What follows belongs to an exercise in optimizing a design on an open flow for small area, a short achievable clock period and few clock cycles per item; a production flow would make more cautious choices.
No run shown here included a check of the RTL's function; only the layout flow was run.

$ cat flow/run.sh
#!/bin/bash
# synth_recipe.tcl (not shown) runs the flow's synth.tcl, then flattens the netlist and writes it again
# the make line also repeats each setting of config.mk as NAME=value (left out here)
make -C /OpenROAD-flow-scripts/flow DESIGN_CONFIG=/design/flow/config.mk WORK_HOME=/design/flow/orfs CLKGATE_MAP_FILE= SYNTH_SCRIPT=/design/flow/synth_recipe.tcl finish
$ cat flow/config.mk
export PLATFORM = sky130hd
export DESIGN_NAME = exponential
export DESIGN_NICKNAME = exponential
export VERILOG_FILES = /design/flow/design.v
export SDC_FILE = /design/flow/constraint.sdc
export NUM_CORES = 4
export LEC_CHECK = 0
export CAP_MARGIN = 20
export CORE_MARGIN = 2
export CORE_UTILIZATION = 40
export SLEW_MARGIN = 20
$ cat flow/constraint.sdc
create_clock -name core_clock -period 9.0 [get_ports {clk}]
set_input_delay 1.8000 -clock core_clock [delete_from_list [all_inputs] [get_ports {clk}]]
set_output_delay 1.8000 -clock core_clock [all_outputs]
set_load 0.01 [all_outputs]
$ cat flow/design.v
module mul16hi(input [15:0] b, input [7:0] one, input [7:0] two, input [7:0] neg,
               input d8, output [15:0] hi);
  wire [16:0] pp0, pp1, pp2, pp3, pp4, pp5, pp6, pp7;
  wire [15:0] p8 = b & {16{d8}};
  wire [7:0] ng = neg, nn = ~neg;
  wire [17:0] be = {1'b0, b, 1'b0};
  assign pp0 = (({17{one[0]}} & {1'b0, b}) | ({17{two[0]}} & {b, 1'b0})) ^ {17{neg[0]}};
  assign pp1 = (({17{one[1]}} & {1'b0, b}) | ({17{two[1]}} & {b, 1'b0})) ^ {17{neg[1]}};
  assign pp2 = (({17{one[2]}} & {1'b0, b}) | ({17{two[2]}} & {b, 1'b0})) ^ {17{neg[2]}};
  assign pp3 = (({17{one[3]}} & {1'b0, b}) | ({17{two[3]}} & {b, 1'b0})) ^ {17{neg[3]}};
  assign pp4 = (({17{one[4]}} & {1'b0, b}) | ({17{two[4]}} & {b, 1'b0})) ^ {17{neg[4]}};
  assign pp5 = (({17{one[5]}} & {1'b0, b}) | ({17{two[5]}} & {b, 1'b0})) ^ {17{neg[5]}};
  assign pp6 = (({17{one[6]}} & {1'b0, b}) | ({17{two[6]}} & {b, 1'b0})) ^ {17{neg[6]}};
  assign pp7 = (({17{one[7]}} & {1'b0, b}) | ({17{two[7]}} & {b, 1'b0})) ^ {17{neg[7]}};
  wire n1, n2, n3, n4, n5, n6, n7, n8, n9, n10, n11, n12, n13, n14, n15, n16, n17, n18, n19, n20, n21, n22, n23, n24, n25, n26, n27, n28, n29, n30, n31, n32, n33, n34, n35, n36, n37, n38, n39, n40, n41, n42, n43, n44, n45, n46, n47, n48, n49, n50, n51, n52, n53, n54, n55, n56, n57, n58, n59, n60, n61, n62, n63, n64, n65, n66, n67, n68, n69, n70, n71, n72, n73, n74, n75, n76, n77, n78, n79, n80, n81, n82, n83, n84, n85, n86, n87, n88, n89, n90, n91, n92, n93, n94, n95, n96, n97, n98, n99, n100, n101, n102, n103, n104, n105, n106, n107, n108, n109, n110, n111, n112, n113, n114, n115, n116, n117, n118, n119, n120, n121, n122, n123, n124, n125, n126, n127, n128, n129, n130, n131, n132, n133, n134, n135, n136, n137, n138, n139, n140, n141, n142, n143, n144, n145, n146, n147, n148, n149, n150, n151, n152, n153, n154, n155, n156, n157, n158, n159, n160, n161, n162, n163, n164, n165, n166, n167, n168, n169, n170, n171, n172, n173, n174, n175, n176, n177, n178, n179, n180, n181, n182, n183, n184, n185, n186, n187, n188, n189, n190, n191, n192, n193, n194, n195, n196, n197, n198, n199, n200, n201, n202, n203, n204, n205, n206, n207, n208, n209, n210, n211, n212, n213, n214, n215, n216, n217, n218, n219, n220, n221, n222, n223, n224, n225, n226, n227, n228, n229, n230, n231, n232, n233, n234, n235, n236, n237, n238, n239, n240, n241, n242, n243, n244, n245, n246, n247, n248, n249, n250, n251, n252, n253, n254, n255, n256, n257, n258, n259, n260, n261, n262, n263, n264, n265, n266, n267, n268;
  assign n1 = nn[0] ^ pp1[15];
  assign n2 = nn[0] & pp1[15];
  assign n3 = pp1[16] ^ pp2[14];
  assign n4 = pp1[16] & pp2[14];
  assign n5 = pp0[10] ^ pp1[8];
  assign n6 = pp0[10] & pp1[8];
  assign n7 = pp0[11] ^ pp1[9];
  assign n8 = pp0[11] & pp1[9];
  assign n9 = pp0[12] ^ pp1[10] ^ pp2[8];
  assign n10 = (pp0[12] & pp1[10]) | (pp0[12] & pp2[8]) | (pp1[10] & pp2[8]);
  assign n11 = pp3[6] ^ pp4[4];
  assign n12 = pp3[6] & pp4[4];
  assign n13 = pp0[13] ^ pp1[11] ^ pp2[9];
  assign n14 = (pp0[13] & pp1[11]) | (pp0[13] & pp2[9]) | (pp1[11] & pp2[9]);
  assign n15 = pp3[7] ^ pp4[5];
  assign n16 = pp3[7] & pp4[5];
  assign n17 = pp0[14] ^ pp1[12] ^ pp2[10];
  assign n18 = (pp0[14] & pp1[12]) | (pp0[14] & pp2[10]) | (pp1[12] & pp2[10]);
  assign n19 = pp3[8] ^ pp4[6] ^ pp5[4];
  assign n20 = (pp3[8] & pp4[6]) | (pp3[8] & pp5[4]) | (pp4[6] & pp5[4]);
  assign n21 = pp6[2] ^ pp7[0];
  assign n22 = pp6[2] & pp7[0];
  assign n23 = pp0[15] ^ pp1[13] ^ pp2[11];
  assign n24 = (pp0[15] & pp1[13]) | (pp0[15] & pp2[11]) | (pp1[13] & pp2[11]);
  assign n25 = pp3[9] ^ pp4[7] ^ pp5[5];
  assign n26 = (pp3[9] & pp4[7]) | (pp3[9] & pp5[5]) | (pp4[7] & pp5[5]);
  assign n27 = pp6[3] ^ pp7[1];
  assign n28 = pp6[3] & pp7[1];
  assign n29 = pp0[16] ^ pp1[14] ^ pp2[12];
  assign n30 = (pp0[16] & pp1[14]) | (pp0[16] & pp2[12]) | (pp1[14] & pp2[12]);
  assign n31 = pp3[10] ^ pp4[8] ^ pp5[6];
  assign n32 = (pp3[10] & pp4[8]) | (pp3[10] & pp5[6]) | (pp4[8] & pp5[6]);
  assign n33 = pp6[4] ^ pp7[2] ^ p8[0];
  assign n34 = (pp6[4] & pp7[2]) | (pp6[4] & p8[0]) | (pp7[2] & p8[0]);
  assign n35 = pp2[13] ^ pp3[11] ^ pp4[9];
  assign n36 = (pp2[13] & pp3[11]) | (pp2[13] & pp4[9]) | (pp3[11] & pp4[9]);
  assign n37 = pp5[7] ^ pp6[5] ^ pp7[3];
  assign n38 = (pp5[7] & pp6[5]) | (pp5[7] & pp7[3]) | (pp6[5] & pp7[3]);
  assign n39 = p8[1] ^ 1'b1 ^ n1;
  assign n40 = (p8[1] & 1'b1) | (p8[1] & n1) | (1'b1 & n1);
  assign n41 = pp3[12] ^ pp4[10] ^ pp5[8];
  assign n42 = (pp3[12] & pp4[10]) | (pp3[12] & pp5[8]) | (pp4[10] & pp5[8]);
  assign n43 = pp6[6] ^ pp7[4] ^ p8[2];
  assign n44 = (pp6[6] & pp7[4]) | (pp6[6] & p8[2]) | (pp7[4] & p8[2]);
  assign n45 = 1'b1 ^ n2 ^ n3;
  assign n46 = (1'b1 & n2) | (1'b1 & n3) | (n2 & n3);
  assign n47 = nn[1] ^ pp2[15] ^ pp3[13];
  assign n48 = (nn[1] & pp2[15]) | (nn[1] & pp3[13]) | (pp2[15] & pp3[13]);
  assign n49 = pp4[11] ^ pp5[9] ^ pp6[7];
  assign n50 = (pp4[11] & pp5[9]) | (pp4[11] & pp6[7]) | (pp5[9] & pp6[7]);
  assign n51 = pp7[5] ^ p8[3] ^ n4;
  assign n52 = (pp7[5] & p8[3]) | (pp7[5] & n4) | (p8[3] & n4);
  assign n53 = pp2[16] ^ pp3[14] ^ pp4[12];
  assign n54 = (pp2[16] & pp3[14]) | (pp2[16] & pp4[12]) | (pp3[14] & pp4[12]);
  assign n55 = pp5[10] ^ pp6[8] ^ pp7[6];
  assign n56 = (pp5[10] & pp6[8]) | (pp5[10] & pp7[6]) | (pp6[8] & pp7[6]);
  assign n57 = p8[4] ^ 1'b1;
  assign n58 = p8[4] & 1'b1;
  assign n59 = nn[2] ^ pp3[15] ^ pp4[13];
  assign n60 = (nn[2] & pp3[15]) | (nn[2] & pp4[13]) | (pp3[15] & pp4[13]);
  assign n61 = pp5[11] ^ pp6[9] ^ pp7[7];
  assign n62 = (pp5[11] & pp6[9]) | (pp5[11] & pp7[7]) | (pp6[9] & pp7[7]);
  assign n63 = pp3[16] ^ pp4[14] ^ pp5[12];
  assign n64 = (pp3[16] & pp4[14]) | (pp3[16] & pp5[12]) | (pp4[14] & pp5[12]);
  assign n65 = pp6[10] ^ pp7[8];
  assign n66 = pp6[10] & pp7[8];
  assign n67 = nn[3] ^ pp4[15] ^ pp5[13];
  assign n68 = (nn[3] & pp4[15]) | (nn[3] & pp5[13]) | (pp4[15] & pp5[13]);
  assign n69 = pp4[16] ^ pp5[14];
  assign n70 = pp4[16] & pp5[14];
  assign n71 = pp0[6] ^ pp1[4];
  assign n72 = pp0[6] & pp1[4];
  assign n73 = pp0[7] ^ pp1[5];
  assign n74 = pp0[7] & pp1[5];
  assign n75 = pp0[8] ^ pp1[6] ^ pp2[4];
  assign n76 = (pp0[8] & pp1[6]) | (pp0[8] & pp2[4]) | (pp1[6] & pp2[4]);
  assign n77 = pp3[2] ^ pp4[0];
  assign n78 = pp3[2] & pp4[0];
  assign n79 = pp0[9] ^ pp1[7] ^ pp2[5];
  assign n80 = (pp0[9] & pp1[7]) | (pp0[9] & pp2[5]) | (pp1[7] & pp2[5]);
  assign n81 = pp3[3] ^ pp4[1];
  assign n82 = pp3[3] & pp4[1];
  assign n83 = pp2[6] ^ pp3[4] ^ pp4[2];
  assign n84 = (pp2[6] & pp3[4]) | (pp2[6] & pp4[2]) | (pp3[4] & pp4[2]);
  assign n85 = pp5[0] ^ ng[5] ^ n5;
  assign n86 = (pp5[0] & ng[5]) | (pp5[0] & n5) | (ng[5] & n5);
  assign n87 = pp2[7] ^ pp3[5] ^ pp4[3];
  assign n88 = (pp2[7] & pp3[5]) | (pp2[7] & pp4[3]) | (pp3[5] & pp4[3]);
  assign n89 = pp5[1] ^ n6 ^ n7;
  assign n90 = (pp5[1] & n6) | (pp5[1] & n7) | (n6 & n7);
  assign n91 = pp5[2] ^ pp6[0] ^ ng[6];
  assign n92 = (pp5[2] & pp6[0]) | (pp5[2] & ng[6]) | (pp6[0] & ng[6]);
  assign n93 = n8 ^ n9 ^ n11;
  assign n94 = (n8 & n9) | (n8 & n11) | (n9 & n11);
  assign n95 = pp5[3] ^ pp6[1] ^ n10;
  assign n96 = (pp5[3] & pp6[1]) | (pp5[3] & n10) | (pp6[1] & n10);
  assign n97 = n12 ^ n13 ^ n15;
  assign n98 = (n12 & n13) | (n12 & n15) | (n13 & n15);
  assign n99 = ng[7] ^ n14 ^ n16;
  assign n100 = (ng[7] & n14) | (ng[7] & n16) | (n14 & n16);
  assign n101 = n17 ^ n19 ^ n21;
  assign n102 = (n17 & n19) | (n17 & n21) | (n19 & n21);
  assign n103 = n18 ^ n20 ^ n22;
  assign n104 = (n18 & n20) | (n18 & n22) | (n20 & n22);
  assign n105 = n23 ^ n25 ^ n27;
  assign n106 = (n23 & n25) | (n23 & n27) | (n25 & n27);
  assign n107 = n24 ^ n26 ^ n28;
  assign n108 = (n24 & n26) | (n24 & n28) | (n26 & n28);
  assign n109 = n29 ^ n31 ^ n33;
  assign n110 = (n29 & n31) | (n29 & n33) | (n31 & n33);
  assign n111 = n30 ^ n32 ^ n34;
  assign n112 = (n30 & n32) | (n30 & n34) | (n32 & n34);
  assign n113 = n35 ^ n37 ^ n39;
  assign n114 = (n35 & n37) | (n35 & n39) | (n37 & n39);
  assign n115 = n36 ^ n38 ^ n40;
  assign n116 = (n36 & n38) | (n36 & n40) | (n38 & n40);
  assign n117 = n41 ^ n43 ^ n45;
  assign n118 = (n41 & n43) | (n41 & n45) | (n43 & n45);
  assign n119 = n42 ^ n44 ^ n46;
  assign n120 = (n42 & n44) | (n42 & n46) | (n44 & n46);
  assign n121 = n47 ^ n49 ^ n51;
  assign n122 = (n47 & n49) | (n47 & n51) | (n49 & n51);
  assign n123 = n48 ^ n50 ^ n52;
  assign n124 = (n48 & n50) | (n48 & n52) | (n50 & n52);
  assign n125 = n53 ^ n55 ^ n57;
  assign n126 = (n53 & n55) | (n53 & n57) | (n55 & n57);
  assign n127 = p8[5] ^ n54 ^ n56;
  assign n128 = (p8[5] & n54) | (p8[5] & n56) | (n54 & n56);
  assign n129 = n58 ^ n59 ^ n61;
  assign n130 = (n58 & n59) | (n58 & n61) | (n59 & n61);
  assign n131 = p8[6] ^ 1'b1 ^ n60;
  assign n132 = (p8[6] & 1'b1) | (p8[6] & n60) | (1'b1 & n60);
  assign n133 = n62 ^ n63 ^ n65;
  assign n134 = (n62 & n63) | (n62 & n65) | (n63 & n65);
  assign n135 = pp6[11] ^ pp7[9] ^ p8[7];
  assign n136 = (pp6[11] & pp7[9]) | (pp6[11] & p8[7]) | (pp7[9] & p8[7]);
  assign n137 = n64 ^ n66 ^ n67;
  assign n138 = (n64 & n66) | (n64 & n67) | (n66 & n67);
  assign n139 = pp6[12] ^ pp7[10] ^ p8[8];
  assign n140 = (pp6[12] & pp7[10]) | (pp6[12] & p8[8]) | (pp7[10] & p8[8]);
  assign n141 = 1'b1 ^ n68 ^ n69;
  assign n142 = (1'b1 & n68) | (1'b1 & n69) | (n68 & n69);
  assign n143 = nn[4] ^ pp5[15] ^ pp6[13];
  assign n144 = (nn[4] & pp5[15]) | (nn[4] & pp6[13]) | (pp5[15] & pp6[13]);
  assign n145 = pp7[11] ^ p8[9] ^ n70;
  assign n146 = (pp7[11] & p8[9]) | (pp7[11] & n70) | (p8[9] & n70);
  assign n147 = pp5[16] ^ pp6[14] ^ pp7[12];
  assign n148 = (pp5[16] & pp6[14]) | (pp5[16] & pp7[12]) | (pp6[14] & pp7[12]);
  assign n149 = p8[10] ^ 1'b1;
  assign n150 = p8[10] & 1'b1;
  assign n151 = nn[5] ^ pp6[15] ^ pp7[13];
  assign n152 = (nn[5] & pp6[15]) | (nn[5] & pp7[13]) | (pp6[15] & pp7[13]);
  assign n153 = pp6[16] ^ pp7[14];
  assign n154 = pp6[16] & pp7[14];
  assign n155 = pp0[4] ^ pp1[2];
  assign n156 = pp0[4] & pp1[2];
  assign n157 = pp0[5] ^ pp1[3];
  assign n158 = pp0[5] & pp1[3];
  assign n159 = pp2[2] ^ pp3[0] ^ ng[3];
  assign n160 = (pp2[2] & pp3[0]) | (pp2[2] & ng[3]) | (pp3[0] & ng[3]);
  assign n161 = pp2[3] ^ pp3[1] ^ n72;
  assign n162 = (pp2[3] & pp3[1]) | (pp2[3] & n72) | (pp3[1] & n72);
  assign n163 = ng[4] ^ n74 ^ n75;
  assign n164 = (ng[4] & n74) | (ng[4] & n75) | (n74 & n75);
  assign n165 = n76 ^ n78 ^ n79;
  assign n166 = (n76 & n78) | (n76 & n79) | (n78 & n79);
  assign n167 = n80 ^ n82 ^ n83;
  assign n168 = (n80 & n82) | (n80 & n83) | (n82 & n83);
  assign n169 = n84 ^ n86 ^ n87;
  assign n170 = (n84 & n86) | (n84 & n87) | (n86 & n87);
  assign n171 = n88 ^ n90 ^ n91;
  assign n172 = (n88 & n90) | (n88 & n91) | (n90 & n91);
  assign n173 = n92 ^ n94 ^ n95;
  assign n174 = (n92 & n94) | (n92 & n95) | (n94 & n95);
  assign n175 = n96 ^ n98 ^ n99;
  assign n176 = (n96 & n98) | (n96 & n99) | (n98 & n99);
  assign n177 = n100 ^ n102 ^ n103;
  assign n178 = (n100 & n102) | (n100 & n103) | (n102 & n103);
  assign n179 = n104 ^ n106 ^ n107;
  assign n180 = (n104 & n106) | (n104 & n107) | (n106 & n107);
  assign n181 = n108 ^ n110 ^ n111;
  assign n182 = (n108 & n110) | (n108 & n111) | (n110 & n111);
  assign n183 = n112 ^ n114 ^ n115;
  assign n184 = (n112 & n114) | (n112 & n115) | (n114 & n115);
  assign n185 = n116 ^ n118 ^ n119;
  assign n186 = (n116 & n118) | (n116 & n119) | (n118 & n119);
  assign n187 = n120 ^ n122 ^ n123;
  assign n188 = (n120 & n122) | (n120 & n123) | (n122 & n123);
  assign n189 = n124 ^ n126 ^ n127;
  assign n190 = (n124 & n126) | (n124 & n127) | (n126 & n127);
  assign n191 = n128 ^ n130 ^ n131;
  assign n192 = (n128 & n130) | (n128 & n131) | (n130 & n131);
  assign n193 = n132 ^ n134 ^ n135;
  assign n194 = (n132 & n134) | (n132 & n135) | (n134 & n135);
  assign n195 = n136 ^ n138 ^ n139;
  assign n196 = (n136 & n138) | (n136 & n139) | (n138 & n139);
  assign n197 = n140 ^ n142 ^ n143;
  assign n198 = (n140 & n142) | (n140 & n143) | (n142 & n143);
  assign n199 = n144 ^ n146 ^ n147;
  assign n200 = (n144 & n146) | (n144 & n147) | (n146 & n147);
  assign n201 = p8[11] ^ n148 ^ n150;
  assign n202 = (p8[11] & n148) | (p8[11] & n150) | (n148 & n150);
  assign n203 = p8[12] ^ 1'b1 ^ n152;
  assign n204 = (p8[12] & 1'b1) | (p8[12] & n152) | (1'b1 & n152);
  assign n205 = nn[6] ^ pp7[15] ^ p8[13];
  assign n206 = (nn[6] & pp7[15]) | (nn[6] & p8[13]) | (pp7[15] & p8[13]);
  assign n207 = pp7[16] ^ p8[14];
  assign n208 = pp7[16] & p8[14];
  assign n209 = pp0[2] ^ pp1[0];
  assign n210 = pp0[2] & pp1[0];
  assign n211 = pp0[3] ^ pp1[1];
  assign n212 = pp0[3] & pp1[1];
  assign n213 = pp2[0] ^ ng[2] ^ n155;
  assign n214 = (pp2[0] & ng[2]) | (pp2[0] & n155) | (ng[2] & n155);
  assign n215 = pp2[1] ^ n156 ^ n157;
  assign n216 = (pp2[1] & n156) | (pp2[1] & n157) | (n156 & n157);
  assign n217 = n71 ^ n158 ^ n159;
  assign n218 = (n71 & n158) | (n71 & n159) | (n158 & n159);
  assign n219 = n73 ^ n160 ^ n161;
  assign n220 = (n73 & n160) | (n73 & n161) | (n160 & n161);
  assign n221 = n77 ^ n162 ^ n163;
  assign n222 = (n77 & n162) | (n77 & n163) | (n162 & n163);
  assign n223 = n81 ^ n164 ^ n165;
  assign n224 = (n81 & n164) | (n81 & n165) | (n164 & n165);
  assign n225 = n85 ^ n166 ^ n167;
  assign n226 = (n85 & n166) | (n85 & n167) | (n166 & n167);
  assign n227 = n89 ^ n168 ^ n169;
  assign n228 = (n89 & n168) | (n89 & n169) | (n168 & n169);
  assign n229 = n93 ^ n170 ^ n171;
  assign n230 = (n93 & n170) | (n93 & n171) | (n170 & n171);
  assign n231 = n97 ^ n172 ^ n173;
  assign n232 = (n97 & n172) | (n97 & n173) | (n172 & n173);
  assign n233 = n101 ^ n174 ^ n175;
  assign n234 = (n101 & n174) | (n101 & n175) | (n174 & n175);
  assign n235 = n105 ^ n176 ^ n177;
  assign n236 = (n105 & n176) | (n105 & n177) | (n176 & n177);
  assign n237 = n109 ^ n178 ^ n179;
  assign n238 = (n109 & n178) | (n109 & n179) | (n178 & n179);
  assign n239 = n113 ^ n180 ^ n181;
  assign n240 = (n113 & n180) | (n113 & n181) | (n180 & n181);
  assign n241 = n117 ^ n182 ^ n183;
  assign n242 = (n117 & n182) | (n117 & n183) | (n182 & n183);
  assign n243 = n121 ^ n184 ^ n185;
  assign n244 = (n121 & n184) | (n121 & n185) | (n184 & n185);
  assign n245 = n125 ^ n186 ^ n187;
  assign n246 = (n125 & n186) | (n125 & n187) | (n186 & n187);
  assign n247 = n129 ^ n188 ^ n189;
  assign n248 = (n129 & n188) | (n129 & n189) | (n188 & n189);
  assign n249 = n133 ^ n190 ^ n191;
  assign n250 = (n133 & n190) | (n133 & n191) | (n190 & n191);
  assign n251 = n137 ^ n192 ^ n193;
  assign n252 = (n137 & n192) | (n137 & n193) | (n192 & n193);
  assign n253 = n141 ^ n194 ^ n195;
  assign n254 = (n141 & n194) | (n141 & n195) | (n194 & n195);
  assign n255 = n145 ^ n196 ^ n197;
  assign n256 = (n145 & n196) | (n145 & n197) | (n196 & n197);
  assign n257 = n149 ^ n198 ^ n199;
  assign n258 = (n149 & n198) | (n149 & n199) | (n198 & n199);
  assign n259 = n151 ^ n200 ^ n201;
  assign n260 = (n151 & n200) | (n151 & n201) | (n200 & n201);
  assign n261 = n153 ^ n202 ^ n203;
  assign n262 = (n153 & n202) | (n153 & n203) | (n202 & n203);
  assign n263 = n154 ^ n204 ^ n205;
  assign n264 = (n154 & n204) | (n154 & n205) | (n204 & n205);
  assign n265 = 1'b1 ^ n206 ^ n207;
  assign n266 = (1'b1 & n206) | (1'b1 & n207) | (n206 & n207);
  assign n267 = nn[7] ^ p8[15] ^ n208;
  assign n268 = (nn[7] & p8[15]) | (nn[7] & n208) | (p8[15] & n208);
  wire [31:0] ra = {n266, n264, n262, n260, n258, n256, n254, n252, n250, n248, n246, n244, n242, n240, n238, n236, n234, n232, n230, n228, n226, n224, n222, n220, n218, n216, n214, n212, n210, ng[1], pp0[1], pp0[0]};
  wire [31:0] rb = {n267, n265, n263, n261, n259, n257, n255, n253, n251, n249, n247, n245, n243, n241, n239, n237, n235, n233, n231, n229, n227, n225, n223, n221, n219, n217, n215, n213, n211, n209, 1'b0, ng[0]};
  wire [31:0] s = ra + rb;
  assign hi = s[31:16];
endmodule
module exponential(input clk, rst, start, input [15:0] x,
                   output done, output [1:0] intpart, output [15:0] fracpart);
  reg  [7:1]  s;           
  wire        idle = ~|s;
  reg  [15:0] u;
  reg  [17:0] r;
  reg  [7:0]  xone, xtwo, xneg;    
  reg         x15;
  always @(posedge clk or posedge rst)
    if (rst) s <= 7'b0;
    else     s <= {s[6:1], idle & start};
  assign done = idle;
  wire [16:0] xe = {x, 1'b0};
  wire [7:0]  eone, etwo, eneg;
  genvar k;
  generate
    for (k = 0; k < 8; k = k + 1) begin : enc
      assign eone[k] = xe[2*k+1] ^ xe[2*k];
      assign etwo[k] = (xe[2*k+2] & ~xe[2*k+1] & ~xe[2*k]) |
                       (~xe[2*k+2] & xe[2*k+1] & xe[2*k]);
      assign eneg[k] = xe[2*k+2];
    end
  endgenerate
  wire [11:0] g;
  assign g[0]  = x >= 16'd46904;
  assign g[1]  = x >= 16'd51031;
  assign g[2]  = x >= 16'd53627;
  assign g[3]  = x >= 16'd55899;
  assign g[4]  = x >= 16'd57544;
  assign g[5]  = x >= 16'd58980;
  assign g[6]  = x >= 16'd60309;
  assign g[7]  = x >= 16'd61357;
  assign g[8]  = x >= 16'd62481;
  assign g[9]  = x >= 16'd63365;
  assign g[10] = x >= 16'd64192;
  assign g[11] = x >= 16'd64957;
  reg [17:0] r0;
  always @* begin
    casez (g)
      12'b1???????????: r0 = 18'h0FFFF + 18'd13;
      12'b01??????????: r0 = 18'h0FFFF + 18'd12;
      12'b001?????????: r0 = 18'h0FFFF + 18'd11;
      12'b0001????????: r0 = 18'h0FFFF + 18'd10;
      12'b00001???????: r0 = 18'h0FFFF + 18'd8;
      12'b000001??????: r0 = 18'h0FFFF + 18'd7;
      12'b0000001?????: r0 = 18'h0FFFF + 18'd6;
      12'b00000001????: r0 = 18'h0FFFF + 18'd5;
      12'b000000001???: r0 = 18'h0FFFF + 18'd4;
      12'b0000000001??: r0 = 18'h0FFFF + 18'd3;
      12'b00000000001?: r0 = 18'h0FFFF + 18'd2;
      12'b000000000001: r0 = 18'h0FFFF + 18'd1;
      default:          r0 = 18'h0FFFF;
    endcase
  end
  wire [15:0] t0 = |x[15:1] ? x - 16'd2 : 16'd0;
  wire c5 = s[3], c3 = s[6], c = c5 | c3;
  wire [7:0] one = c ? 8'hFF : xone;
  wire [7:0] two = c ? 8'h00 : xtwo;
  wire [7:0] neg = c5 ? 8'h00 : c3 ? 8'h55 : xneg;
  wire       d8  = ~c & x15;
  wire [15:0] b = s[2] ? {1'b0, u[15:1]} : s[5] ? {2'b0, u[15:2]} : u;
  wire [15:0] hi;
  mul16hi mul(.b(b), .one(one), .two(two), .neg(neg), .d8(d8), .hi(hi));
  wire [21:0] p5 = 12'h2AA * u[9:0];
  wire [6:0]  t5 = p5[18:12];
  always @(posedge clk) begin
    if (idle & start) begin
      xone <= eone; xtwo <= etwo; xneg <= eneg; x15 <= x[15];
      u <= t0;
      r <= r0;
    end else if (~idle) begin
      u <= hi;
      if (s[1] | s[2] | s[4] | s[5] | s[7]) r <= r + {2'b0, b};
    end
  end
  assign {intpart, fracpart} = r + {11'b0, t5};
endmodule
==> results of run 1 <==
==> routing by layer <==
metal | share of wire, % | vias up
met5 | 0 | -
met4 | 3.6 | 0
met3 | 8.3 | 99
met1 | 44 | 5932
met2 | 44 | 634
li1 | - | 5679
==> flip-flops by register name, summed over array words and instances, names as in the netlist <==
signal	flops
r	18
u	16
xone	8
xtwo	8
s	7
xneg	7
x15	1
==> final cells by class <==
type                    instances  area (um^2)  share of cell area, %
inverters                     202        758.2                  5.185
repair buffers                 87        745.7                  5.099
multi-input cells            1208        10350                  70.75
clock buffers                  10        229.0                  1.566
clock inverters                 6        67.56                 0.4620
well taps                     448        560.5                  3.833
flip-flops and latches         65         1917                  13.11
==> worst paths after layout <==
check                      depth (start not counted)               to
setup / recovery                                  23     fracpart[13]
setup reg to reg                                  19  u[14]$_DFFE_PP_
min in group asynchronous                          2   s[6]$_DFF_PP0_
max in group asynchronous                          2   s[1]$_DFF_PP0_
hold reg to reg                                    0   s[5]$_DFF_PP0_
hold / removal                                     0   s[5]$_DFF_PP0_
==> worst max-delay path, delay by kind of cell (launching register included) <==
kind / cells / cell delay (ns)
DFF: 1 / 0.49
xor gates and xnor gates: 2 / 0.36
and+or+nand+nor: 4 / 0.44
adders and majority gates: 6 / 2.55
buffers and inverters: 4 / 0.75
AOI/OAI and AO/OA: 7 / 1.44
==> placed cells by master, fill, tap and decap left out, types with 8 or more instances in the layout <==
master	count
fa_1	120
inv_1	197
clkbuf_16	9
clkdlybuf4s50_1	37
xnor2_1	85
o211ai_1	9
xor2_1	41
a221oi_1	56
buf_4	50
nor3_1	20
a31o_2	23
o21a_1	24
a22oi_1	20
mux2i_1	16
and3_1	38
nor2_1	64
nor2b_1	8
a31oi_1	25
a21oi_1	55
nand2_1	95
o21ai_2	9
o22ai_1	77
a21o_1	16
edfxtp_1	58
ha_1	132
nand3_1	28
o21ai_1	10
o21ai_0	104
==> stage by stage <==
step / cells / hold slack [ns] / area (um^2)
final: 2026 / 0.3774 / 14620
after global routing: 2026 / 0.4026 / 14620
after CTS: 2026 / 0.3764 / 14620
after floorplan: 1590 / 0.3487 / 13460
after detailed placement: 2010 / 0.3634 / 14330
after global placement: 2010 / 0.3590 / 14330
==> cells by family after synthesis <==
kind of cell             synth area share (%)
AO/OA/AOI/OAI                           25.47
buffers and inverters                   9.055
AND/OR/NAND/NOR                         11.65
adder cells (fa/ha/maj)                 30.19
XOR/XNOR                                8.199
flip-flops                              14.24
multiplexers                            1.190
==> results.txt, run 1 <==
Max H-tree Level=3; fin crit share=90.53%; Worst Max-Slew Pin Slew=1.128 ns; CP Cell Sequence=ha_1, fa_1, inv_1, fa_1, inv_1, fa_1, ha_1, inv_1, nor2_1, o21ai_0, nand2_1, nor2_1, xnor2_1, ha_1, a21o_1, a21oi_1, o21bai_1, a21oi_1, o21bai_1, a21oi_1, nor4b_1, xor2_1, clkdlybuf4s50_1; DR iter-0 viols=around 1,200; ANT nets after route=0; register bit total from synthesis=between 60 and 70; Die W=approximately 190 um; PnR worst setup slack=around 0.85 ns; CP max stage delay=approximately 0.56 ns; skew final=approximately 0.011 ns; sum of negative setup slack=0 ns; YS warnings=1; Synth area leaders=fa_1, edfxtp_1, ha_1; GRT overflow=0; postcts setup bufs=0; nets=between 1,500 and 2,000; Post-synth EDFFs=a little under 60; r2r setup slk=roughly 1.6 ns; fin. max-slew vios=0; average wire per standard cell=21.80 um; wire length of the first global-routing pass=~69,000 um; Post-synth top flop=edfxtp_1; worst hold path type=reg -> reg; share of cells above drive strength 1=approximately 7.7%; commonest cells in the netlist=inv_1, ha_1, fa_1; Syn Area/Cell=8.465 um^2; total routed wirelength=about 44,000 um; CTS tree=yes; post-layout min period=between 8 and 9 ns; Initial Util=40.34%; Post-Syn Area=between 10,000 and 15,000 um^2; GRT met3 Usage=roughly 3.4%; drc violations=0; Via Count=~12,000; Worst Path Required=around 7.2 ns; clock root cell=clkbuf_16; DR pass1 iterations=6; reg-to-reg critical path startpoint=s[5]$_DFF_PP0_; Gate Count Post-Synth=roughly 1,600; Post-CTS Resized=0; Core Rows=67; Ports=38; Die Y=about 190 um; Post-CTS Hold Buffers=0; Async S/R FF share, synth=10.77%; FILL cells=roughly 3,400; Seq/Total Area, Yosys=between 10% and 20%; PortBufs=37; status=timing/DRC/antenna clean; CP Capture Type=output port; Tot GR Track Use=around a quarter; critical setup path kind=reg -> out; f_max=between 0.1 and 0.15 GHz; RSZ-0062 raised after global routing=no; Crit Path Max Fanout=7; count leader, synth=inv_1; cell taking the most area after synthesis=fa_1; final hold vios=0; initial antenna violation count=0; Synth top area share=17.85%; CP Data Arrival Time=6.35 ns; GR Util met1=a little over a third; Core Footprint=roughly 33,000 um^2; post-layout util=43.83%; crit path from=u[2]$_DFFE_PP_; vias in the first global route=approximately 12,000; register clock-pin slew on the reported worst setup and hold paths=around 0.06 ns; total CTS buffers=9; GPL Wtd Cong=around 1; antenna cells=0; Slew headroom=between 20% and 30%; hold_sp=s[4]$_DFF_PP0_; Syn Nets=about 1,900; clock sinks=65; Setup Viol. Count Final=0; dpl hpwl=33,760 um; vias per std cell=about 6.1; Die ar.=approximately 35,000 um^2; largest net degree at the start of global routing=50; max cap viols=0; area grow syn2layout=8.655%; count of different cell masters after synthesis=85; most used routing layer=met2; clock buffer depth=2; Worst-Skew Late Latency=between 0.3 and 0.4 ns; slowest stage cell on the critical path=clkdlybuf4s50_1; CP Launch Type=register; pre-CTS setup slack=roughly 1.1 ns; met2 usage=between 30% and 40%
==> run 2: changes to the inputs <==
--- a/flow/design.v
+++ b/flow/design.v
@@ -290,3 +290,3 @@
                    output done, output [1:0] intpart, output [15:0] fracpart);
-  reg  [7:1]  s;           
+  reg  [8:1]  s;           
   wire        idle = ~|s;
@@ -297,29 +297,44 @@
   always @(posedge clk or posedge rst)
-    if (rst) s <= 7'b0;
-    else     s <= {s[6:1], idle & start};
+    if (rst) s <= 8'b0;
+    else     s <= {s[7:1], idle & start};
   assign done = idle;
-  wire [16:0] xe = {x, 1'b0};
-  wire [7:0]  eone, etwo, eneg;
-  genvar k;
-  generate
-    for (k = 0; k < 8; k = k + 1) begin : enc
-      assign eone[k] = xe[2*k+1] ^ xe[2*k];
-      assign etwo[k] = (xe[2*k+2] & ~xe[2*k+1] & ~xe[2*k]) |
-                       (~xe[2*k+2] & xe[2*k+1] & xe[2*k]);
-      assign eneg[k] = xe[2*k+2];
+  function ge(input [15:0] v, input [15:0] k);
+    integer i;
+    reg q;
+    begin
+      q = 1'b1;
+      for (i = 0; i < 16; i = i + 1)
+        q = k[i] ? (v[i] & q) : (v[i] | q);
+      ge = q;
     end
-  endgenerate
+  endfunction
+  function [23:0] enc(input [15:0] v);
+    integer i;
+    reg [16:0] e;
+    reg [7:0] o, t, n;
+    begin
+      e = {v, 1'b0};
+      for (i = 0; i < 8; i = i + 1) begin
+        o[i] = e[2*i+1] ^ e[2*i];
+        t[i] = (e[2*i+2] & ~e[2*i+1] & ~e[2*i]) | (~e[2*i+2] & e[2*i+1] & e[2*i]);
+        n[i] = e[2*i+2];
+      end
+      enc = {o, t, n};
+    end
+  endfunction
+  wire [7:0] eone, etwo, eneg;
+  assign {eone, etwo, eneg} = enc(x);
   wire [11:0] g;
-  assign g[0]  = x >= 16'd46904;
-  assign g[1]  = x >= 16'd51031;
-  assign g[2]  = x >= 16'd53627;
-  assign g[3]  = x >= 16'd55899;
-  assign g[4]  = x >= 16'd57544;
-  assign g[5]  = x >= 16'd58980;
-  assign g[6]  = x >= 16'd60309;
-  assign g[7]  = x >= 16'd61357;
-  assign g[8]  = x >= 16'd62481;
-  assign g[9]  = x >= 16'd63365;
-  assign g[10] = x >= 16'd64192;
-  assign g[11] = x >= 16'd64957;
+  assign g[0] = ge(x, 16'd46904);
+  assign g[1] = ge(x, 16'd51031);
+  assign g[2] = ge(x, 16'd53627);
+  assign g[3] = ge(x, 16'd55899);
+  assign g[4] = ge(x, 16'd57544);
+  assign g[5] = ge(x, 16'd58980);
+  assign g[6] = ge(x, 16'd60309);
+  assign g[7] = ge(x, 16'd61357);
+  assign g[8] = ge(x, 16'd62481);
+  assign g[9] = ge(x, 16'd63365);
+  assign g[10] = ge(x, 16'd64192);
+  assign g[11] = ge(x, 16'd64957);
   reg [17:0] r0;
@@ -343,7 +358,7 @@
   wire [15:0] t0 = |x[15:1] ? x - 16'd2 : 16'd0;
-  wire c5 = s[3], c3 = s[6], c = c5 | c3;
-  wire [7:0] one = c ? 8'hFF : xone;
-  wire [7:0] two = c ? 8'h00 : xtwo;
-  wire [7:0] neg = c5 ? 8'h00 : c3 ? 8'h55 : xneg;
-  wire       d8  = ~c & x15;
+  localparam [23:0] E5 = enc(16'h5555), E3 = enc(16'h3333), E2 = enc(16'h2AAA);
+  wire c5 = s[3], c3 = s[6], c2 = s[8];
+  wire [7:0] one, two, neg;
+  assign {one, two, neg} = c5 ? E5 : c3 ? E3 : c2 ? E2 : {xone, xtwo, xneg};
+  wire       d8  = ~(c5 | c3 | c2) & x15;
   wire [15:0] b = s[2] ? {1'b0, u[15:1]} : s[5] ? {2'b0, u[15:2]} : u;
@@ -351,7 +366,6 @@
   mul16hi mul(.b(b), .one(one), .two(two), .neg(neg), .d8(d8), .hi(hi));
-  wire [21:0] p5 = 12'h2AA * u[9:0];
-  wire [6:0]  t5 = p5[18:12];
+  wire [17:0] sum = r + {2'b0, b};
   always @(posedge clk) begin
+    xone <= eone; xtwo <= etwo; xneg <= eneg; x15 <= x[15];
     if (idle & start) begin
-      xone <= eone; xtwo <= etwo; xneg <= eneg; x15 <= x[15];
       u <= t0;
@@ -360,6 +374,6 @@
       u <= hi;
-      if (s[1] | s[2] | s[4] | s[5] | s[7]) r <= r + {2'b0, b};
+      if (s[1] | s[2] | s[4] | s[5] | s[7]) r <= sum;
     end
   end
-  assign {intpart, fracpart} = r + {11'b0, t5};
+  assign {intpart, fracpart} = sum;
 endmodule
==> run 2 against run 1 <==
  * Non-clock buffer count down 21
  * Flip-flop and latch count grew 1
  * Sequential share of layout area increased by 1.8 points
  * Register-to-register slack improved by 0.23 ns
  * Via count decreased by 27%
  * Critical endpoint is now u[15]$_DFFE_PP_
  * Highest routed layer unchanged
==> results.txt, run 2 <==
Worst Max-Slew Pin Slew=1.135 ns (was 1.128 ns); skew final=0.008089 ns (was 0.01098 ns); Syn Area/Cell=8.642 um^2 (was 8.465 um^2); vias per std cell=5.878 (was 6.093); Core Rows=58 (was 67); Most flops, register=r (unchanged); vias in the first global route=9,281 (was 11,869); postcts setup bufs=0 (unchanged); Core Footprint=25,250 um^2 (was 33,360 um^2); drc violations=0 (unchanged); clock buffer depth=2 (unchanged); ANT nets after route=0 (unchanged); CTS tree=yes (unchanged); Die W=164.6 um (was 187.4 um); Syn Nets=1,394 (was 1,861); fin crit share=79.50% (was 90.53%); most frequent cells in the layout=xnor2_1, inv_1, o22ai_1 (was inv_1, ha_1, fa_1); clock root cell=clkbuf_16 (unchanged); Die ar.=27,100 um^2 (was 35,130 um^2); YS warnings=1 (unchanged); Ports=38 (unchanged); Worst Path Required=9.08 ns (was 7.20 ns); CP Capture Type=register (was output port); area occupied by registers=1702 um^2 (was 1917 um^2); dpl hpwl=23,780 um (was 33,760 um); largest net degree at the start of global routing=35 (was 50); critical setup path kind=reg -> reg (was reg -> out); Post-synth EDFFs=34 (was 58); Post-CTS Hold Buffers=0 (unchanged); post-layout util=45.11% (was 43.83%); area post-placement=11,060 um^2 (was 14,330 um^2); post-layout min period=7.155 ns (was 8.148 ns); total CTS buffers=9 (unchanged); Seq/Total Area, Yosys=16.49% (was 14.24%); share of cells above drive strength 1=5.307% (was 7.731%); Crit Path Max Fanout=16 (was 7); average wire per standard cell=20.33 um (was 21.80 um); Post-Syn Area=10,320 um^2 (was 13,460 um^2); Gate Count Post-Synth=1,194 (was 1,590); Worst-Skew Late Latency=0.33 ns (was 0.34 ns); FILL cells=2,538 (was 3,352); Die Y=164.6 um (was 187.4 um); clock sinks=66 (was 65); total routed wirelength=31,250 um (was 44,170 um); GPL Wtd Cong=0.9042 (was 0.9791); commonest cells in the netlist=xnor2_1, inv_1, o22ai_1 (was inv_1, ha_1, fa_1); register clock-pin slew on the reported worst setup and hold paths=0.06 ns (about the same); Post-synth top flop=edfxtp_1 (unchanged); nets=1,401 (was 1,844); hold depth=0 (unchanged); Via Count=9,034 (was 12,344); area grow syn2layout=10.39% (was 8.655%); post-route cell area=11,390 um^2 (was 14,620 um^2); Post-CTS Resized=0 (unchanged); Initial Util=40.86% (was 40.34%); DR pass1 iterations=5 (was 6); Synth top area share=19.79% (was 17.85%); CP Data Arrival Time=7.23 ns (was 6.35 ns); Synth area leaders=fa_1, xnor2_1, edfxtp_1 (was fa_1, edfxtp_1, ha_1); status=timing/DRC/antenna clean (unchanged); area of the multi-input gates=7815 um^2 (was 10,350 um^2); Async S/R FF share, synth=12.12% (was 10.77%); sum of negative setup slack=0 ns (unchanged); RSZ-0062 raised after global routing=no (unchanged); register bit total from synthesis=66 (was 65); initial antenna violation count=1 (was 0); Max H-tree Level=3 (unchanged); f_max=0.1398 GHz (was 0.1227 GHz); max cap viols=0 (unchanged); wire length of the first global-routing pass=50,470 um (was 68,890 um); DR iter-0 viols=591 (was 1,238); fin. max-slew vios=0 (unchanged); max reg flops=18 (unchanged); most common cell after layout, fill and taps aside=xnor2_1 (was inv_1); Tot GR Track Use=23.98% (was 24.98%); Slew headroom=24.05% (was 24.54%); count of different cell masters after synthesis=66 (was 85); worst r2r path cells=19 (unchanged); Largest regs=r x18, u x16 (unchanged); GRT overflow=0 (unchanged); worst hold path type=reg -> reg (unchanged); final hold vios=0 (unchanged); CP Launch Type=register (unchanged); PortBufs=37 (unchanged); count leader, synth=xnor2_1 (was inv_1); cell taking the most area after synthesis=fa_1 (unchanged); Setup Viol. Count Final=0 (unchanged)
## run 2: cell types whose count changed after synthesis, sizes merged, moves of 20 or more
cell	delta
o21ai	-82
inv	-61
xnor2	+57
a221oi	-56
ha	-53
o22ai	+52
nand2	-41
and3	-28
buf	-26
dfxtp	+24
edfxtp	-24
a31o	-23
nor2	+20
## run 2: logic make-up after synthesis
family / Yosys count / synth area share (%)
xor gates and xnor gates: 170 / 14.43
muxes: 20 / 2.146
buffers and inverters: 214 / 7.869
DFF: 66 / 16.49
adders and majority gates: 181 / 29.37
and+or+nand+nor: 231 / 10.16
AOI/OAI and AO/OA: 312 / 19.53
## run 2: cell type report
type                       instances  area share [%]
antenna                            1         0.02197
clock buffer                       9           1.977
clock inverter                     7          0.8897
inverter                         144           4.745
multi-input combinational        914           68.61
sequential                        66           14.94
tap                              330           3.625
timing repair buffer              66           5.196
## run 2: per-stage QoR
stage               worst slack (ns)  cells  hold slack, ns
global placement               1.740   1519          0.3589
global route                   1.421   1536          0.3796
detailed placement             1.926   1520          0.3645
floorplan                      2.825   1194          0.3487
CTS                            1.912   1536          0.3778
finish                         1.845   1537          0.3770
## run 2: final timing paths
check,endpoint,from,slack (ns)
max,u[15]$_DFFE_PP_,s[5]$_DFF_PP0_,1.85
min in group asynchronous,s[7]$_DFF_PP0_,rst,1.70
max in group asynchronous,s[5]$_DFF_PP0_,rst,7.07
min,s[5]$_DFF_PP0_,s[4]$_DFF_PP0_,0.38
min reg2reg,s[5]$_DFF_PP0_,s[4]$_DFF_PP0_,0.38
max reg2reg,u[15]$_DFFE_PP_,s[5]$_DFF_PP0_,1.85
## run 2: layer usage
metal	track usage [%]	part of all wire [%]	vias up
li1	-	-	4170
met3	3.189	6.8	60
met4	8.577	2.6	0
met2	39.65	47	372
met1	32.20	43	4432
met5	0	0	-
## run 2: critical path: stages, from the launching register on
cell and delay (ns):
dfrtp_1 0.88, mux2i_1 0.26, nor2_1 0.06, a21oi_1 0.69, buf_4 0.35, o22ai_1 0.10
xnor2_1 0.24, fa_1 0.47, fa_1 0.43, fa_1 0.54, fa_1 0.41, ha_1 0.32
a21oi_1 0.24, o21ai_0 0.15, a311oi_1 0.56, a2bb2oi_1 0.39, and3_4 0.28, nor3_1 0.09
nor4_1 0.32, o31ai_2 0.11
==> run 3: changes to the inputs <==
--- a/flow/config.mk
+++ b/flow/config.mk
@@ -10,2 +10,3 @@
 export CORE_UTILIZATION = 40
+export SETUP_SLACK_MARGIN = 2.5
 export SLEW_MARGIN = 20
==> run 3 against run 2 <==
  * Final area is 2.2% higher
  * Area after synthesis stayed put
  * Critical path depth is 3 higher
  * Critical path type unchanged
==> results.txt, run 3 <==
dpl hpwl=23,780 um (unchanged); Synth area leaders=fa_1, xnor2_1, edfxtp_1 (unchanged); vias in the first global route=9,310 (was 9,281); Setup Viol. Count Final=0 (unchanged); average wire per standard cell=20.34 um (was 20.33 um); largest net degree at the start of global routing=35 (unchanged); Ports=38 (unchanged); post-route cell area=11,640 um^2 (was 11,390 um^2); Crit Path Max Fanout=8 (was 16); clock buffer depth=2 (unchanged); critical setup path kind=reg -> reg (unchanged); area post-placement=11,060 um^2 (unchanged); fin cells=1,552 (was 1,537); main combinational cell family by area after synthesis=adder cells (unchanged); clock sinks=66 (unchanged); cell taking the most area after synthesis=fa_1 (unchanged); CP Data Arrival Time=6.32 ns (was 7.23 ns); clock root cell=clkbuf_16 (unchanged); hold_sp=s[4]$_DFF_PP0_ (unchanged); max cap viols=0 (unchanged); share of cells above drive strength 1=8.681% (was 5.307%); area grow syn2layout=12.79% (was 10.39%); FILL cells=2,512 (was 2,538); final hold vios=0 (unchanged); area occupied by registers=1709 um^2 (was 1702 um^2); wire length of the first global-routing pass=50,830 um (was 50,470 um); R2R Path End=u[13]$_DFFE_PP_ (was u[15]$_DFFE_PP_); sum of negative setup slack=0 ns (unchanged); Core Footprint=25,250 um^2 (unchanged); Post-CTS Hold Buffers=0 (unchanged); fin. max-slew vios=0 (unchanged); Die W=164.6 um (unchanged); Syn Area/Cell=8.642 um^2 (unchanged); PnR worst setup slack=2.801 ns (was 1.845 ns); Largest regs=r x18, u x16 (unchanged); worst r2r path cells=22 (was 19); max reg flops=18 (unchanged); post-synthesis compound-gate area fraction=19.53% (unchanged); Most flops, register=r (unchanged); Buf/Inv on CP=6 (was 1); slowest stage cell on the critical path=fa_1 (was dfrtp_1); skew final=0.006748 ns (was 0.008089 ns); DR pass1 iterations=5 (unchanged); CP Capture Type=register (unchanged); Post-Syn Area=10,320 um^2 (unchanged); most frequent cells in the layout=xnor2_1, inv_1, o22ai_1 (unchanged); Worst Hold End=s[5]$_DFF_PP0_ (unchanged); Via Count=9,033 (was 9,034); CP Launch Type=register (unchanged); f_max=0.1613 GHz (was 0.1398 GHz); Gate Count Post-Synth=1,194 (unchanged); count leader, synth=xnor2_1 (unchanged); most common cell after layout, fill and taps aside=xnor2_1 (unchanged); final hold slack=0.3788 ns (was 0.3770 ns); Worst Max-Slew Pin Slew=1.000 ns (was 1.135 ns); count of different cell masters after synthesis=66 (unchanged); Synth top area share=19.79% (unchanged); DR iter-0 viols=651 (was 591); GRT overflow=0 (unchanged); Die Y=164.6 um (unchanged); placed cell count=1,520 (unchanged); r2r setup slk=2.80 ns (was 1.85 ns); commonest cells in the netlist=xnor2_1, inv_1, o22ai_1 (unchanged); total CTS buffers=9 (unchanged); post-layout util=46.09% (was 45.11%); Max H-tree Level=3 (unchanged); CP max stage delay=0.55 ns (was 0.88 ns); status=timing/DRC/antenna clean (unchanged); register bit total from synthesis=66 (unchanged); pre-CTS setup slack=1.926 ns (unchanged); drc violations=0 (unchanged); vias per std cell=5.820 (was 5.878); YS warnings=1 (unchanged); Crit path max-delay family=adder cells (was compound AO/OA/AOI/OAI gates); cell repeated most along the worst path=fa_1 (unchanged); ANT nets after route=0 (unchanged); Die ar.=27,100 um^2 (unchanged); Post-synth top flop=edfxtp_1 (unchanged); total routed wirelength=31,560 um (was 31,250 um); CP Cell Sequence=nor2_2, o21a_1, clkinvlp_4, buf_4, buf_4, buf_4, xnor2_1, fa_1, inv_1, fa_1, inv_1, fa_1, fa_1, ha_1, a21o_1, a21oi_1, o21ai_0, a21oi_1, o21ai_0, o31ai_1, nand4_1, o311ai_0 (was mux2i_1, nor2_1, a21oi_1, buf_4, o22ai_1, xnor2_1, fa_1, fa_1, fa_1, fa_1, ha_1, a21oi_1, o21ai_0, a311oi_1, a2bb2oi_1, and3_4, nor3_1, nor4_1, o31ai_2); hold depth=0 (unchanged); area of the multi-input gates=7913 um^2 (was 7815 um^2); Worst-Skew Late Latency=0.33 ns (about the same); nets=1,416 (was 1,401); area share of fa/ha/maj cells after synthesis=29.37% (unchanged); worst hold path type=reg -> reg (unchanged); Initial Util=40.86% (unchanged); XOR/XNOR Fraction of Synth Area=14.43% (unchanged); initial antenna violation count=1 (unchanged); Syn Nets=1,394 (unchanged); Seq/Total Area, Yosys=16.49% (unchanged); post-layout min period=6.199 ns (was 7.155 ns); PortBufs=37 (unchanged); Post-synth EDFFs=34 (unchanged); Worst Path Required=9.12 ns (was 9.08 ns); Synth Area in Simple Gates=10.16% (unchanged); GPL Wtd Cong=0.9042 (unchanged); Tot GR Track Use=24.18% (was 23.98%); register clock-pin slew on the reported worst setup and hold paths=0.06 ns (about the same); RSZ-0062 raised after global routing=yes (was no); Slew headroom=33.15% (was 24.05%); Async S/R FF share, synth=12.12% (unchanged); CTS tree=yes (unchanged); reg-to-reg critical path startpoint=s[3]$_DFF_PP0_ (was s[5]$_DFF_PP0_); post-synthesis mux area share=2.146% (unchanged); Core Rows=58 (unchanged); fin crit share=68.87% (was 79.50%)
==> run 3: cell counts after synthesis <==
No cell type changed its count.
==> run 3: logic make-up (layout without fill, tap and decap cells) <==
logic type,Yosys count,in the layout
muxes,20,20
DFF,66,66
other,0,1
AOI/OAI and AO/OA,312,312
adders and majority gates,181,181
and+or+nand+nor,231,231
buffers and inverters,214,241
xor gates and xnor gates,170,170
==> run 3: final cells by class <==
| class | count | share of cell area (%) |
|---|---|---|
| antenna | 1 | 0.02150 |
| clock buffer | 9 | 1.935 |
| clock inverter | 7 | 0.8708 |
| inverter | 144 | 4.795 |
| multi-input combinational | 914 | 67.99 |
| sequential | 66 | 14.68 |
| tap | 330 | 3.548 |
| timing repair buffer | 81 | 6.160 |
==> run 3: worst max path at each step <==
stage	startpoint	end	slack, ns	depth (start not counted)
final	s[3]$_DFF_PP0_	u[13]$_DFFE_PP_	2.80	22
after global routing	s[3]$_DFF_PP0_	u[15]$_DFFE_PP_	2.49	19
after CTS	s[3]$_DFF_PP0_	u[15]$_DFFE_PP_	2.48	19
after detailed placement	s[8]$_DFF_PP0_	u[15]$_DFFE_PP_	1.93	17
after global placement	s[3]$_DFF_PP0_	u[15]$_DFFE_PP_	1.74	18
after floorplan	s[5]$_DFF_PP0_	u[15]$_DFFE_PP_	2.83	21
==> run 3: timing repair <==
| action | 4_1_cts | 5_1_grt |
|---|---|---|
| resized for setup | 20 | 14 |
| setup endpoints to repair | 21 | 13 |
| pin swaps | 1 | 1 |
| buffers inserted | 9 | 6 |
==> run 3: per-layer routing <==
layer  global-route usage, %  wire [um]  up-vias
li1                        -          -     4198
met3                   3.164       2012       62
met1                   32.63      13880     4410
met2                   39.90      14730      363
met4                   8.538        944        0
met5                       0          0        -
==> run 4: changes to the inputs <==
--- a/flow/config.mk
+++ b/flow/config.mk
@@ -10,3 +10,3 @@
 export CORE_UTILIZATION = 40
-export SETUP_SLACK_MARGIN = 2.5
+export SETUP_SLACK_MARGIN = 4
 export SLEW_MARGIN = 20
==> run 4 against run 3 <==
  * Non-clock buffer count up 138
  * Highest routed layer unchanged
  * Fmax up 8.6%
  * Setup slack better by 0.49 ns
  * Count of clock-buffer cells in the layout unchanged
  * Final cell count up 8.8%
  * Die area unchanged
  * Still clean on timing, DRC and antenna
  * Critical endpoint is now u[12]$_DFFE_PP_
  * Area after synthesis unchanged
  * Global-route usage up 3.2 points
==> results.txt, run 4 <==
Syn Nets=1,394 (unchanged); critical setup path kind=reg -> reg (unchanged); final hold slack=0.3788 ns (about the same); RSZ-0062 raised after global routing=yes (unchanged); Worst setup endpoint=u[12]$_DFFE_PP_ (was u[13]$_DFFE_PP_); register clock-pin slew on the reported worst setup and hold paths=0.06 ns (about the same); max reg flops=18 (unchanged); largest net degree at the start of global routing=36 (was 35); Seq/Total Area, Yosys=16.49% (unchanged); CTS tree=yes (unchanged); DR iter-0 viols=743 (was 651); area of the multi-input gates=9099 um^2 (was 7913 um^2); GPL Wtd Cong=0.8796 (was 0.9042); skew final=0.01054 ns (was 0.006748 ns); clock sinks=66 (unchanged); Post-Syn Area=10,320 um^2 (unchanged); sum of negative setup slack=0 ns (unchanged); clock buffer depth=2 (unchanged); most frequent cells in the layout=buf_4, xnor2_1, inv_1 (was xnor2_1, inv_1, o22ai_1); R2R Path End=u[12]$_DFFE_PP_ (was u[13]$_DFFE_PP_); Core Footprint=25,250 um^2 (unchanged); cell taking the most area after synthesis=fa_1 (unchanged); worst r2r path cells=27 (was 22); CP Capture Type=register (unchanged); commonest cells in the netlist=xnor2_1, inv_1, o22ai_1 (unchanged); Synth area leaders=fa_1, xnor2_1, edfxtp_1 (unchanged); Crit Path Max Fanout=9 (was 8); count leader, synth=xnor2_1 (unchanged); Initial Util=40.86% (unchanged); share of cells above drive strength 1=30.98% (was 8.681%); clock root cell=clkbuf_16 (unchanged); most common cell after layout, fill and taps aside=buf_4 (was xnor2_1); Post-CTS Hold Buffers=0 (unchanged); count of different cell masters after synthesis=66 (unchanged); worst hold path type=reg -> reg (unchanged); initial antenna violation count=0 (was 1); Worst-Skew Late Latency=0.34 ns (was 0.33 ns); Post-synth EDFFs=34 (unchanged); Via Count=10,041 (was 9,033); YS warnings=1 (unchanged); vias in the first global route=10,248 (was 9,310); post-layout util=55.89% (was 46.09%); Ports=38 (unchanged); Slew headroom=35.34% (was 33.15%); Most flops, register=r (unchanged); FILL cells=2,201 (was 2,512); status=timing/DRC/antenna clean (unchanged); Worst Max-Slew Pin Slew=0.9671 ns (was 1.000 ns); max cap viols=0 (unchanged); register bit total from synthesis=66 (unchanged); total routed wirelength=37,080 um (was 31,560 um); ANT nets after route=0 (unchanged); CP Data Arrival Time=5.77 ns (was 6.32 ns); crit path from=s[5]$_DFF_PP0_ (was s[3]$_DFF_PP0_); Die Y=164.6 um (unchanged); fin crit share=63.45% (was 68.87%); f_max=0.1751 GHz (was 0.1613 GHz); r2r setup slk=3.29 ns (was 2.80 ns); reg-to-reg critical path startpoint=s[5]$_DFF_PP0_ (was s[3]$_DFF_PP0_); vias per std cell=5.945 (was 5.820); Post-synth top flop=edfxtp_1 (unchanged); Tot GR Track Use=27.36% (was 24.18%); average wire per standard cell=21.96 um (was 20.34 um); post-layout min period=5.710 ns (was 6.199 ns); CP Launch Type=register (unchanged); wire length of the first global-routing pass=56,920 um (was 50,830 um); Setup Viol. Count Final=0 (unchanged); dpl hpwl=24,150 um (was 23,780 um); Max H-tree Level=3 (unchanged); Gate Count Post-Synth=1,194 (unchanged); Die ar.=27,100 um^2 (unchanged); Async S/R FF share, synth=12.12% (unchanged); area occupied by registers=1709 um^2 (unchanged); final hold vios=0 (unchanged); drc violations=0 (unchanged); Synth top area share=19.79% (unchanged); nets=1,554 (was 1,416); area grow syn2layout=36.78% (was 12.79%); DR pass1 iterations=5 (unchanged); antenna cells=0 (was 1); Syn Area/Cell=8.642 um^2 (unchanged); Largest regs=r x18, u x16 (unchanged); Die W=164.6 um (unchanged); GRT overflow=0 (unchanged); total CTS buffers=9 (unchanged); Core Rows=58 (unchanged); Worst Path Required=9.06 ns (was 9.12 ns); PortBufs=37 (unchanged); fin. max-slew vios=0 (unchanged)
## run 4: cell counts after synthesis
Identical to the previous run, type by type.
## run 4: worst max-delay path: stages, from the launching register on
cell and delay [ns]:
dfrtp_4 0.51, buf_8 0.15, buf_4 0.14, mux2i_1 0.19, nor2_1 0.07, a21oi_2 0.12, buf_6 0.16, buf_4 0.13
buf_12 0.10, buf_4 0.11, o22ai_2 0.06, xnor2_1 0.14, fa_1 0.37, inv_1 0.11, fa_1 0.44, inv_1 0.09
fa_1 0.41, fa_1 0.52, ha_4 0.31, and3_4 0.20, nand2_1 0.08, a2bb2oi_2 0.18, buf_4 0.15, buf_4 0.13
a21oi_4 0.20, nor3_2 0.07, xnor2_1 0.15, o22ai_1 0.10
## run 4: worst min-delay path by stage
| stage | from | endpoint | slack, ns | cells after the start |
|---|---|---|---|---|
| 6_report | s[1]$_DFF_PP0_ | s[2]$_DFF_PP0_ | 0.38 | 0 |
| 5_1_grt | s[1]$_DFF_PP0_ | s[2]$_DFF_PP0_ | 0.39 | 0 |
| 4_1_cts | s[1]$_DFF_PP0_ | s[2]$_DFF_PP0_ | 0.38 | 0 |
| 3_5_place_dp | s[1]$_DFF_PP0_ | s[2]$_DFF_PP0_ | 0.37 | 0 |
| 3_3_place_gp | s[1]$_DFF_PP0_ | s[2]$_DFF_PP0_ | 0.37 | 0 |
| 2_1_floorplan | s[3]$_DFF_PP0_ | s[4]$_DFF_PP0_ | 0.35 | 0 |
## run 4: area by class of cell
type	count	area share (%)
multi-input combinational	914	64.47
timing repair buffer	219	14.31
sequential	66	12.11
inverter	144	4.069
tap	330	2.926
clock buffer	9	1.596
clock inverter	7	0.5231
## run 4: logic make-up (layout without fill, tap and decap cells)
group	count (synthesis)	count (layout)	synth area share (%)
adders and majority gates	181	181	29.37
buffers and inverters	214	379	7.869
muxes	20	20	2.146
DFF	66	66	16.49
xor gates and xnor gates	170	170	14.43
AOI/OAI and AO/OA	312	312	19.53
and+or+nand+nor	231	231	10.16
## run 4: what timing repair did
action,in CTS,in global routing
endpoints found under the setup margin,34,29
cloned,0,1
gates resized for setup,196,97
pin swaps,89,88
buffers inserted,125,38
## run 4: metal layers
metal	wire [um]	GRT usage [%]	vias up
met5	0	0	-
met3	2691	3.240	118
met2	18190	46.71	502
met1	14780	35.72	4947
met4	1425	9.960	0
li1	-	-	4474
## run 4: per-stage QoR
step           area [um^2]  cells  setup WS [ns]
5_1_grt              14110   1689          3.150
3_3_place_gp         11250   1509          2.208
6_report             14110   1689          3.290
4_1_cts              13300   1650          3.344
2_1_floorplan        10830   1194          3.726
3_5_place_dp         11250   1509          2.330

## separate check: timing with driven ports
The results above use ideal ports. As a check the final layouts listed here were re-extracted and re-timed, cells and wires unchanged.
Step 1 assumes that a clkbuf_16 drives the clock port and a buf_2 every other input.
Step 2 adds t to the input delays and takes it off the output delays; t is the mean of the earliest and latest rising clock arrival at the registers after step 1. Input paths then give back, and output paths get back, about the clock's delay inside the block.
Three values: ideal ports, drivers, drivers and shift; two values: the first two.
run | t, ns | setup WS [ns] | slew at the worst register clock pin (ns)
run 1 | 0.373 | 0.852 / 0.811 / 1.184 | 0.06 / 0.06
run 2 | 0.371 | 1.845 / 1.845 / 1.845 | 0.06 / 0.06
run 3 | 0.372 | 2.801 / 2.801 / 2.801 | 0.06 / 0.06
run 4 | 0.378 | 3.290 / 3.290 / 3.290 | 0.07 / 0.07
After both steps every run listed still meets setup and hold.
